Source: an optimization exercise on an open RTL-to-GDS flow (aim: small area, a short achievable clock period and few clock cycles). Production flows keep margins and buffers that such runs may drop.
Where RTL was checked, it was by simulation tests only, not by an equivalence proof against the original.
Power figures rest on the tool's default switching activity, not on a simulated workload.

== v6 ==
==> flow/design.v (excerpt) <==
module ECE564MyDesign
	    (
            input  wire               xxx__dut__run            ,
            output reg                dut__xxx__busy           ,
            input  wire               clk                      ,
            input  wire               reset_b                  ,
            output reg  [11:0]        dut__sram__write_address  ,
            output reg  [15:0]        dut__sram__write_data     ,
            output reg                dut__sram__write_enable   ,
            output wire [11:0]        dut__sram__read_address   ,
            input  wire [15:0]        sram__dut__read_data      ,
            output wire [11:0]        dut__gmem__read_address   ,
            input  wire [15:0]        gmem__dut__read_data      ,
            output wire [11:0]        dut__tanhmem__read_address     ,
            input  wire [15:0]        tanhmem__dut__read_data
            );
For scale: ~2,100 cells after synthesis, about 120 I/O pins, ~20,000 um^2 of cells after synthesis.
==> module ECE564MyDesign, before the edit <==
module ECE564MyDesign
	    (
            input  wire               xxx__dut__run            ,
            output reg                dut__xxx__busy           ,
            input  wire               clk                      ,
            input  wire               reset_b                  ,
            output reg  [11:0]        dut__sram__write_address  ,
            output reg  [15:0]        dut__sram__write_data     ,
            output reg                dut__sram__write_enable   ,
            output wire [11:0]        dut__sram__read_address   ,
            input  wire [15:0]        sram__dut__read_data      ,
            output wire [11:0]        dut__gmem__read_address   ,
            input  wire [15:0]        gmem__dut__read_data      ,
            output wire [11:0]        dut__tanhmem__read_address     ,
            input  wire [15:0]        tanhmem__dut__read_data
            );
function [71:0] csa;
	input [35:0] x, y, z;
	begin
		csa = {(x & y) | (x & z) | (y & z), x ^ y ^ z};
	end
endfunction
function [23:0] brec;
	input [15:0] y;
	integer k;
	reg [2:0] d;
	begin
		for (k = 0; k < 8; k = k + 1) begin
			d = (k == 0) ? {y[1:0], 1'b0} : y[2*k-1 +: 3];
			brec[k]      = d[1] ^ d[0];
			brec[8 + k]  = (d == 3'b011) | (d == 3'b100);
			brec[16 + k] = d[2] & ~(d[1] & d[0]);
		end
	end
endfunction
function [71:0] booth8;
	input [15:0] x;
	input [23:0] yr;
	integer k;
	reg [7:0]  ng;
	reg [16:0] mag, pk;
	reg [35:0] r0, r1, r2, r3, r4, r5, r6, r7, r8, rk;
	reg [71:0] a1, a2, a3, b1, b2, c1, e1;
	begin
		ng = yr[23:16];
		for (k = 0; k < 8; k = k + 1) begin
			mag = ({x[15], x} & {17{yr[k]}}) | ({x, 1'b0} & {17{yr[8 + k]}});
			pk = mag ^ {17{ng[k]}};
			rk = {19'd0, ~pk[16], pk[15:0]} << (2*k);
			if (k > 0)
				rk = rk | ({35'd0, ng[k-1]} << (2*k-2));
			case (k)
				0: r0 = rk;  1: r1 = rk;  2: r2 = rk;  3: r3 = rk;
				4: r4 = rk;  5: r5 = rk;  6: r6 = rk;  default: r7 = rk;
			endcase
		end
		r8 = 36'hFAAAB0000 | {21'd0, ng[7], 14'd0};
		a1 = csa(r0, r1, r2);
		a2 = csa(r3, r4, r5);
		a3 = csa(r6, r7, r8);
		b1 = csa(a1[35:0], {a1[70:36], 1'b0}, a2[35:0]);
		b2 = csa({a2[70:36], 1'b0}, a3[35:0], {a3[70:36], 1'b0});
		c1 = csa(b1[35:0], {b1[70:36], 1'b0}, b2[35:0]);
		e1 = csa(c1[35:0], {c1[70:36], 1'b0}, {b2[70:36], 1'b0});
		booth8 = {e1[70:36], 1'b0, e1[35:0]};
	end
endfunction
reg  [12:0] n;
wire [3:0]  p = n[3:0];
wire [8:0]  q = n[12:4];
always @(posedge clk)
	if (!reset_b)
		n <= 13'd0;
	else
		n <= (n + 13'd1) & {13{xxx__dut__run | dut__xxx__busy}};
assign dut__sram__read_address = {3'b000, n[11:8], n[3:0], 1'b0};
assign dut__gmem__read_address = {3'b000, n[7:4],  n[3:0], 1'b0};
reg ph_first, ph_cap, ph_up, ph_tl, ph_tu, ph_ld, ph_step;
always @(posedge clk) begin
	ph_first <= (p == 4'd2);                
	ph_cap   <= (p == 4'd2) & dut__xxx__busy;    
	ph_up    <= (p == 4'd3);
	ph_tl    <= (p == 4'd4);
	ph_tu    <= (p == 4'd5);
	ph_ld    <= (p == 4'd6);
	ph_step  <= p[3] | (p == 4'd7);
end
reg [15:0] xr;
reg [23:0] gr;                           
always @(posedge clk) begin
	xr <= sram__dut__read_data;
	gr <= brec(gmem__dut__read_data);
end
reg  [35:0] ms, mc;
reg  [35:0] acc;
always @(posedge clk) begin
	{mc, ms} <= booth8(xr, gr);
	acc <= (ph_first ? 36'd0 : acc) + ms + mc;
end
wire        s   = acc[35];
wire [35:0] Ap  = acc ^ {36{s}};
wire        sat = (|Ap[35:32]) | (s & (&Ap[31:0]));
reg         neg, sat_r;
reg  [23:0] F;
reg  [8:0]  taddr;
reg  [15:0] tL;
assign dut__tanhmem__read_address = {2'b00, taddr, 1'b0};
always @(posedge clk) begin
	if (ph_cap) begin
		neg   <= acc[35];
		sat_r <= sat;
		F     <= Ap[23:0];
		taddr <= sat ? 9'd255 : {1'b0, Ap[31:24]};
	end
	if (ph_up && !sat_r)
		taddr <= taddr + 9'd1;
	if (ph_tl)
		tL <= tanhmem__dut__read_data;
end
reg  [18:0] Dsh;
reg  [24:0] H;
reg  [2:0]  bd;
wire [24:0] mg0 = bd[1] ? {F, 1'b0} : bd[0] ? {1'b0, F} : 25'd0;
wire [27:0] T   = {{2{H[24]}}, H, bd[2]} + {({2'd0, mg0} ^ {27{bd[2]}}), bd[2]};
wire [17:0] D1  = {2'b00, Dsh[16:1]} + {2'b11, ~tL};           
wire [2:0]  dn  = ph_ld ? {D1[1:0], 1'b1} : Dsh[4:2];        
always @(posedge clk) begin
	if (ph_tu) begin
		Dsh <= {2'b00, tanhmem__dut__read_data, 1'b0};       
	end else if (ph_ld) begin
		Dsh <= {D1, 1'b1};
		H   <= {{7{D1[17]}}, D1} & {25{neg}};
	end else if (ph_step) begin
		Dsh <= {{2{Dsh[18]}}, Dsh[18:2]};
		H   <= T[27:3];
	end
	if (ph_ld | ph_step)
		bd <= {dn[2] & ~(dn[1] & dn[0]), (dn == 3'b011) | (dn == 3'b100), dn[1] ^ dn[0]};
end
wire [15:0] R = (tL + H[21:6]) ^ {16{neg}};
always @(posedge clk) begin
	if (!reset_b) begin
		dut__xxx__busy          <= 1'b0;
		dut__sram__write_enable <= 1'b0;
	end else begin
		if (xxx__dut__run)
			dut__xxx__busy <= 1'b1;
		else if (q == 9'd257 && p == 4'd2)
			dut__xxx__busy <= 1'b0;
		dut__sram__write_enable <= dut__xxx__busy && p == 4'd1 && q >= 9'd2 && q <= 9'd257;
	end
	dut__sram__write_data    <= R;
	dut__sram__write_address <= {3'b001, q[7:0] - 8'd2, 1'b0};
end
endmodule
export LEC_CHECK = 0
export ABC_CLOCK_PERIOD_IN_PS = 3500
export CAP_MARGIN = 20
export CORE_MARGIN = 2
export CORE_UTILIZATION = 60
export CTS_BUF_LIST = sky130_fd_sc_hd__clkbuf_8 sky130_fd_sc_hd__clkbuf_16
export CTS_CLUSTER_DIAMETER = 120
export CTS_CLUSTER_SIZE = 24
export SLEW_MARGIN = 20
create_clock -name core_clock -period 11.0 [get_ports {clk}]
standard.sh (not shown) runs the stock make flow with config.mk's settings and CLKGATE_MAP_FILE= SYNTH_SCRIPT=/design/flow/synth_recipe.tcl, a recipe that flattens the netlist after the stock synthesis.
==> flow/flow/run.sh <==
#!/bin/bash
# Standard layout (the standard.sh, the design's constraint.sdc), with
#  - the port buffers made with the smallest plain buffer.
set -euo pipefail
bash standard.sh SETUP_SLACK_MARGIN=7.2 \
  "BUFFER_PORTS_ARGS=-buffer_cell sky130_fd_sc_hd__buf_1" \
  finish > flow_standard.log 2>&1
Testbench counts of v6, summed over its fixed seeds: cycles 98,784.
#### Input delta (v7 over v6)
==> flow/design.v <==
module ECE564MyDesign
	    (
            input  wire               xxx__dut__run            ,
            output reg                dut__xxx__busy           ,
            input  wire               clk                      ,
            input  wire               reset_b                  ,
            output reg  [11:0]        dut__sram__write_address  ,
            output reg  [15:0]        dut__sram__write_data     ,
            output reg                dut__sram__write_enable   ,
            output wire [11:0]        dut__sram__read_address   ,
            input  wire [15:0]        sram__dut__read_data      ,
            output wire [11:0]        dut__gmem__read_address   ,
            input  wire [15:0]        gmem__dut__read_data      ,
            output wire [11:0]        dut__tanhmem__read_address     ,
            input  wire [15:0]        tanhmem__dut__read_data
            );
function [71:0] csa;
	input [35:0] x, y, z;
	begin
		csa = {(x & y) | (x & z) | (y & z), x ^ y ^ z};
	end
endfunction
function [23:0] brec;
	input [15:0] y;
	integer k;
	reg [2:0] d;
	begin
		for (k = 0; k < 8; k = k + 1) begin
			d = (k == 0) ? {y[1:0], 1'b0} : y[2*k-1 +: 3];
			brec[k]      = d[1] ^ d[0];
			brec[8 + k]  = (d == 3'b011) | (d == 3'b100);
			brec[16 + k] = d[2] & ~(d[1] & d[0]);
		end
	end
endfunction
function [71:0] booth8;
	input [15:0] x;
	input [23:0] yr;
	integer k;
	reg [7:0]  ng;
	reg [16:0] mag, pk;
	reg [35:0] r0, r1, r2, r3, r4, r5, r6, r7, r8, rk;
	reg [71:0] a1, a2, a3, b1, b2, c1, e1;
	begin
		ng = yr[23:16];
		for (k = 0; k < 8; k = k + 1) begin
			mag = ({x[15], x} & {17{yr[k]}}) | ({x, 1'b0} & {17{yr[8 + k]}});
			pk = mag ^ {17{ng[k]}};
			rk = {19'd0, ~pk[16], pk[15:0]} << (2*k);
			if (k > 0)
				rk = rk | ({35'd0, ng[k-1]} << (2*k-2));
			case (k)
				0: r0 = rk;  1: r1 = rk;  2: r2 = rk;  3: r3 = rk;
				4: r4 = rk;  5: r5 = rk;  6: r6 = rk;  default: r7 = rk;
			endcase
		end
		r8 = 36'hFAAAB0000 | {21'd0, ng[7], 14'd0};
		a1 = csa(r0, r1, r2);
		a2 = csa(r3, r4, r5);
		a3 = csa(r6, r7, r8);
		b1 = csa(a1[35:0], {a1[70:36], 1'b0}, a2[35:0]);
		b2 = csa({a2[70:36], 1'b0}, a3[35:0], {a3[70:36], 1'b0});
		c1 = csa(b1[35:0], {b1[70:36], 1'b0}, b2[35:0]);
		e1 = csa(c1[35:0], {c1[70:36], 1'b0}, {b2[70:36], 1'b0});
		booth8 = {e1[70:36], 1'b0, e1[35:0]};
	end
endfunction
reg  [12:0] n;
wire [3:0]  p = n[3:0];
wire [8:0]  q = n[12:4];
always @(posedge clk)
	if (!reset_b)
		n <= 13'd0;
	else
		n <= (n + 13'd1) & {13{xxx__dut__run | dut__xxx__busy}};
assign dut__sram__read_address = {3'b000, n[11:8], n[3:0], 1'b0};
assign dut__gmem__read_address = {3'b000, n[7:4],  n[3:0], 1'b0};
reg ph_first, ph_cap, ph_tl, ph_tu, ph_ld;
always @(posedge clk) begin
	ph_first <= (p == 4'd2);                
	ph_cap   <= (p == 4'd2) & dut__xxx__busy;    
	ph_tl    <= (p == 4'd4);
	ph_tu    <= (p == 4'd5);
	ph_ld    <= (p == 4'd6);
end
reg [15:0] xr;
reg [23:0] gr;                           
always @(posedge clk) begin
	xr <= sram__dut__read_data;
	gr <= brec(gmem__dut__read_data);
end
reg  [35:0] ms, mc;
reg  [35:0] acc;
always @(posedge clk) begin
	{mc, ms} <= booth8(xr, gr);
	acc <= (ph_first ? 36'd0 : acc) + ms + mc;
end
wire        s   = acc[35];
wire [35:0] Ap  = acc ^ {36{s}};
wire        sat = (|Ap[35:32]) | (s & (&Ap[31:0]));
reg         neg, sat_r;
reg  [23:0] F;
reg  [8:0]  taddr;
reg  [15:0] tL;
assign dut__tanhmem__read_address = {2'b00, taddr, 1'b0};
always @(posedge clk) begin
	if (ph_cap) begin
		neg   <= acc[35];
		F     <= Ap[23:0];
	end
	sat_r <= sat;                                        
	taddr <= ph_cap ? (sat ? 9'd255 : {1'b0, Ap[31:24]})   
	                : taddr + {8'd0, ~sat_r};            
	if (ph_tl)
		tL <= tanhmem__dut__read_data;
end
reg  [18:0] Dsh;
reg  [24:0] H;
reg  [2:0]  bd;
wire [24:0] mg0 = bd[1] ? {F, 1'b0} : bd[0] ? {1'b0, F} : 25'd0;
wire [27:0] T   = {{2{H[24]}}, H, bd[2]} + {({2'd0, mg0} ^ {27{bd[2]}}), bd[2]};
wire [17:0] D1  = {2'b00, Dsh[16:1]} + {2'b11, ~tL};           
wire [2:0]  dn  = ph_ld ? {D1[1:0], 1'b1} : Dsh[4:2];        
always @(posedge clk) begin
	if (ph_tu)
		Dsh <= {2'b00, tanhmem__dut__read_data, 1'b0};       
	else if (ph_ld)
		Dsh <= {D1, 1'b1};
	else
		Dsh <= {{2{Dsh[18]}}, Dsh[18:2]};
	if (ph_ld)
		H   <= {{7{D1[17]}}, D1} & {25{neg}};
	else
		H   <= T[27:3];
	bd <= {dn[2] & ~(dn[1] & dn[0]), (dn == 3'b011) | (dn == 3'b100), dn[1] ^ dn[0]};
end
wire [15:0] R = (tL + H[21:6]) ^ {16{neg}};
always @(posedge clk) begin
	if (!reset_b) begin
		dut__xxx__busy          <= 1'b0;
		dut__sram__write_enable <= 1'b0;
	end else begin
		if (xxx__dut__run)
			dut__xxx__busy <= 1'b1;
		else if (q == 9'd257 && p == 4'd2)
			dut__xxx__busy <= 1'b0;
		dut__sram__write_enable <= dut__xxx__busy && p == 4'd1 && q >= 9'd2 && q <= 9'd257;
	end
	dut__sram__write_data    <= R;
	dut__sram__write_address <= {3'b001, q[7:0] - 8'd2, 1'b0};
end
endmodule
### Flow results
- v7 ends up with a routed via count divided by cell count that is about 0.9% higher than in v6.
- Routed wire length sits higher in v7 than in v6.
- v7 vs v6: die boundary height down slightly
- For the final area, v7 came in 650 um^2 lower than v6 did.
- Status: via count parity (v7, v6)
- In terms of utilization, v7 and v6 differ only marginally.
- Comparing v6 and v7, maximum frequency is lower on v6.
- As far as critical path depth goes, v7 and v6 are indistinguishable; the numbers are identical.
- The number of unique standard cell types used by synthesis number comes out lower for v6 vs v7.
- Relative to v6, the overall power measured on v7 has increased by more than 10%.
- Compared with v6, v7 shows a simple-gate portion of the synthesized area that is 0.79 points higher.
Testbench counts of v7, summed over its fixed seeds: cycles 98,784.

========
Setup of the baseline:
ECE564MyDesign, a different RTL version from the one above (not shown whole).
Size in the first run: about 2,100 cells after synthesis, roughly 250 flip-flops, ~120 I/O pins, about 20,000 µm² of cells after synthesis.
==> module ECE564MyDesign, before the edit <==
module ECE564MyDesign
	    (
            input  wire               xxx__dut__run            ,
            output reg                dut__xxx__busy           ,
            input  wire               clk                      ,
            input  wire               reset_b                  ,
            output reg  [11:0]        dut__sram__write_address  ,
            output wire [15:0]        dut__sram__write_data     ,
            output reg                dut__sram__write_enable   ,
            output wire [11:0]        dut__sram__read_address   ,
            input  wire [15:0]        sram__dut__read_data      ,
            output wire [11:0]        dut__gmem__read_address   ,
            input  wire [15:0]        gmem__dut__read_data      ,
            output wire [11:0]        dut__tanhmem__read_address     ,
            input  wire [15:0]        tanhmem__dut__read_data
            );
function [71:0] csa;
	input [35:0] x, y, z;
	begin
		csa = {(x & y) | (x & z) | (y & z), x ^ y ^ z};
	end
endfunction
function [71:0] booth8;
	input [15:0] x;
	input [15:0] y;
	integer k;
	reg [2:0]  d;
	reg [7:0]  ng;
	reg [16:0] mag, pk;
	reg [35:0] r0, r1, r2, r3, r4, r5, r6, r7, r8, rk;
	reg [71:0] a1, a2, a3, b1, b2, c1, e1;
	begin
		for (k = 0; k < 8; k = k + 1) begin
			d  = (k == 0) ? {y[1:0], 1'b0} : y[2*k-1 +: 3];
			ng[k] = d[2] & ~(d[1] & d[0]);
			case (d)
				3'b001, 3'b010, 3'b101, 3'b110: mag = {x[15], x};
				3'b011, 3'b100:                 mag = {x, 1'b0};
				default:                        mag = 17'd0;
			endcase
			pk = mag ^ {17{ng[k]}};
			rk = {19'd0, ~pk[16], pk[15:0]} << (2*k);
			if (k > 0)
				rk = rk | ({35'd0, ng[k-1]} << (2*k-2));
			case (k)
				0: r0 = rk;  1: r1 = rk;  2: r2 = rk;  3: r3 = rk;
				4: r4 = rk;  5: r5 = rk;  6: r6 = rk;  default: r7 = rk;
			endcase
		end
		r8 = 36'hFAAAB0000 | {21'd0, ng[7], 14'd0};
		a1 = csa(r0, r1, r2);
		a2 = csa(r3, r4, r5);
		a3 = csa(r6, r7, r8);
		b1 = csa(a1[35:0], {a1[70:36], 1'b0}, a2[35:0]);
		b2 = csa({a2[70:36], 1'b0}, a3[35:0], {a3[70:36], 1'b0});
		c1 = csa(b1[35:0], {b1[70:36], 1'b0}, b2[35:0]);
		e1 = csa(c1[35:0], {c1[70:36], 1'b0}, {b2[70:36], 1'b0});
		booth8 = {e1[70:36], 1'b0, e1[35:0]};
	end
endfunction
reg  [12:0] n;
wire [3:0]  p = n[3:0];
wire [8:0]  q = n[12:4];
always @(posedge clk)
	if (!reset_b)
		n <= 13'd0;
	else
		n <= (n + 13'd1) & {13{xxx__dut__run | dut__xxx__busy}};
assign dut__sram__read_address = {3'b000, n[11:8], n[3:0], 1'b0};
assign dut__gmem__read_address = {3'b000, n[7:4],  n[3:0], 1'b0};
reg ph_first, ph_cap, ph_up, ph_tl, ph_tu, ph_ld, ph_step, ph_fin;
always @(posedge clk) begin
	ph_first <= (p == 4'd2);                
	ph_cap   <= (p == 4'd2);                
	ph_up    <= (p == 4'd3);
	ph_tl    <= (p == 4'd4);
	ph_tu    <= (p == 4'd5);
	ph_ld    <= (p == 4'd6);
	ph_step  <= p[3] | (p == 4'd7);
	ph_fin   <= (p == 4'd0);
end
reg [15:0] xr, gr;
always @(posedge clk) begin
	xr <= sram__dut__read_data;
	gr <= gmem__dut__read_data;
end
reg  [35:0] ms, mc;
reg  [35:0] acc;
always @(posedge clk) begin
	{mc, ms} <= booth8(xr, gr);
	acc <= (ph_first ? 36'd0 : acc) + ms + mc;
end
wire        s   = acc[35];
wire [35:0] Ap  = acc ^ {36{s}};
wire        sat = (|Ap[35:32]) | (s & (&Ap[31:0]));
reg         neg, sat_r;
reg  [23:0] F;
reg  [8:0]  taddr;
reg  [15:0] tL;
assign dut__tanhmem__read_address = {2'b00, taddr, 1'b0};
always @(posedge clk) begin
	if (ph_cap) begin
		neg   <= acc[35];
		sat_r <= sat;
		F     <= Ap[23:0];
		taddr <= sat ? 9'd255 : {1'b0, Ap[31:24]};
	end
	if (ph_up && !sat_r)
		taddr <= taddr + 9'd1;
	if (ph_tl)
		tL <= tanhmem__dut__read_data;
end
reg  [18:0] Dsh;
wire [15:0] R;
reg  [24:0] H;
reg         sticky;
wire        ng0 = Dsh[2] & ~(Dsh[1] & Dsh[0]);
wire [24:0] mg0 = (Dsh[2:0] == 3'b011 || Dsh[2:0] == 3'b100) ? {F, 1'b0} :
                  (Dsh[1] ^ Dsh[0]) ? {1'b0, F} : 25'd0;
wire [26:0] T   = {{2{H[24]}}, H} + ({2'd0, mg0} ^ {27{ng0}}) + {26'd0, ng0};
wire [18:0] D2  = {2'b00, Dsh[16:1], 1'b0} - {2'b00, tL, 1'b0};
always @(posedge clk) begin
	if (ph_tu) begin
		Dsh    <= {2'b00, tanhmem__dut__read_data, 1'b0};    
	end else if (ph_ld) begin
		Dsh    <= D2;
		H      <= {{7{D2[18]}}, D2[18:1]} & {25{neg}};
		sticky <= 1'b0;
	end else if (ph_step) begin
		Dsh    <= {{2{Dsh[18]}}, Dsh[18:2]};
		H      <= T[26:2];
		sticky <= sticky | (|T[1:0]);
	end else if (ph_fin) begin
		H[15:0] <= R;                                
	end
end
wire        st = sticky | (|H[5:0]);
assign      R  = (tL + H[21:6] + {16{neg & ~st}}) ^ {16{neg}};
assign dut__sram__write_data = H[15:0];
always @(posedge clk) begin
	if (!reset_b) begin
		dut__xxx__busy          <= 1'b0;
		dut__sram__write_enable <= 1'b0;
	end else begin
		if (xxx__dut__run)
			dut__xxx__busy <= 1'b1;
		else if (q == 9'd257 && p == 4'd2)
			dut__xxx__busy <= 1'b0;
		dut__sram__write_enable <= dut__xxx__busy && p == 4'd1 && q >= 9'd2 && q <= 9'd257;
	end
	dut__sram__write_address <= {3'b001, q[7:0] - 8'd2, 1'b0};
end
endmodule
clock: 11.0 ns
lec_check: 0
abc_clock_period_in_ps: 3500
cap_margin: 20
core_margin: 2
core_utilization: 60
cts_buf_list: sky130_fd_sc_hd__clkbuf_4 sky130_fd_sc_hd__clkbuf_8
slew_margin: 20
==> flow/flow/run.sh <==
#!/bin/bash
# Standard layout (the standard.sh, the design's constraint.sdc), with
#  - the port buffers made with the smallest plain buffer.
set -euo pipefail
bash standard.sh SETUP_SLACK_MARGIN=7 \
  "BUFFER_PORTS_ARGS=-buffer_cell sky130_fd_sc_hd__buf_1" \
  finish > flow_standard.log 2>&1
Modified inputs, the candidate compared to the baseline
-- flow/design.v --
<<< the baseline, line 6
            input  wire               reset_b                  ,
            output reg  [11:0]        dut__sram__write_address  ,
            output wire [15:0]        dut__sram__write_data     ,
            output reg                dut__sram__write_enable   ,
            output wire [11:0]        dut__sram__read_address   ,
>>> the candidate, line 6
            input  wire               reset_b                  ,
            output reg  [11:0]        dut__sram__write_address  ,
            output reg  [15:0]        dut__sram__write_data     ,
            output reg                dut__sram__write_enable   ,
            output wire [11:0]        dut__sram__read_address   ,
<<< the baseline, line 69
assign dut__sram__read_address = {3'b000, n[11:8], n[3:0], 1'b0};
assign dut__gmem__read_address = {3'b000, n[7:4],  n[3:0], 1'b0};
reg ph_first, ph_cap, ph_up, ph_tl, ph_tu, ph_ld, ph_step, ph_fin;
always @(posedge clk) begin
	ph_first <= (p == 4'd2);                
>>> the candidate, line 69
assign dut__sram__read_address = {3'b000, n[11:8], n[3:0], 1'b0};
assign dut__gmem__read_address = {3'b000, n[7:4],  n[3:0], 1'b0};
reg ph_first, ph_cap, ph_up, ph_tl, ph_tu, ph_ld, ph_step;
always @(posedge clk) begin
	ph_first <= (p == 4'd2);                
<<< the baseline, line 78
	ph_ld    <= (p == 4'd6);
	ph_step  <= p[3] | (p == 4'd7);
	ph_fin   <= (p == 4'd0);
end
reg [15:0] xr, gr;
>>> the candidate, line 78
	ph_ld    <= (p == 4'd6);
	ph_step  <= p[3] | (p == 4'd7);
end
reg [15:0] xr, gr;
<<< the baseline, line 112
end
reg  [18:0] Dsh;
wire [15:0] R;
reg  [24:0] H;
reg         sticky;
>>> the candidate, line 111
end
reg  [18:0] Dsh;
reg  [24:0] H;
reg         sticky;
<<< the baseline, line 131
		H      <= T[26:2];
		sticky <= sticky | (|T[1:0]);
	end else if (ph_fin) begin
		H[15:0] <= R;                                
	end
end
wire        st = sticky | (|H[5:0]);
assign      R  = (tL + H[21:6] + {16{neg & ~st}}) ^ {16{neg}};
assign dut__sram__write_data = H[15:0];
always @(posedge clk) begin
	if (!reset_b) begin
>>> the candidate, line 129
		H      <= T[26:2];
		sticky <= sticky | (|T[1:0]);
	end
end
wire        st = sticky | (|H[5:0]);
wire [15:0] R  = (tL + H[21:6] + {16{neg & ~st}}) ^ {16{neg}};
always @(posedge clk) begin
	if (!reset_b) begin
<<< the baseline, line 149
		dut__sram__write_enable <= dut__xxx__busy && p == 4'd1 && q >= 9'd2 && q <= 9'd257;
	end
	dut__sram__write_address <= {3'b001, q[7:0] - 8'd2, 1'b0};
end
>>> the candidate, line 144
		dut__sram__write_enable <= dut__xxx__busy && p == 4'd1 && q >= 9'd2 && q <= 9'd257;
	end
	dut__sram__write_data    <= R;
	dut__sram__write_address <= {3'b001, q[7:0] - 8'd2, 1'b0};
end
### Flow results
The baseline → the candidate: sequential share of layout area went up by 1.1 points; ratio of final minimum period to clock period shrank by 5.0 points. Delta(combinational share of power, the candidate - the baseline) < 0. Summary of the comparison: clock share of power is higher in the candidate, relative to the baseline. Fmax (the candidate / the baseline): 1.14. | final instance area | the candidate vs the baseline | worse |. The candidate has more setup slack than the baseline.
No run of this note included a check of the RTL's function; only the layout flow was run.

[separate check: timing with driven ports]
In the flow no input, the clock included, has a driving cell. The finished layouts below were timed again as built, in two steps.
Step 1 (the two cells are an assumption about what drives the block):
set clk [get_ports {clk}]
set_driving_cell -lib_cell sky130_fd_sc_hd__clkbuf_16 $clk
set_driving_cell -lib_cell sky130_fd_sc_hd__buf_2 [delete_from_list [all_inputs] $clk]
Step 2, shift: input delay + t, output delay - t, t = (earliest + latest rising clock arrival at the registers) / 2. This alone moves slack from input paths to output paths.
Slacks: no drivers / after step 1 / after step 2; pairs: no drivers / after step 1.
| run | t (ns) | setup slack, ns | worst register clock-pin slew, ns | worst slew at a driven data input, ns | cell pins on the clock port's net |
|---|---|---|---|---|---|
| v6 | 0.548 | 7.304 / 7.304 / 7.304 | 0.10 / 0.10 | 0.06 | 1 |
| v7 | 0.556 | 7.408 / 7.408 / 7.408 | 0.11 / 0.11 | 0.04 | 1 |
| the baseline | 0.647 | 6.620 / 6.620 / 6.620 | 0.07 / 0.07 | 0.04 | 1 |
| the candidate | 0.669 | 7.174 / 7.174 / 7.174 | 0.06 / 0.06 | 0.04 | 1 |
After both steps every run listed still meets setup and hold.
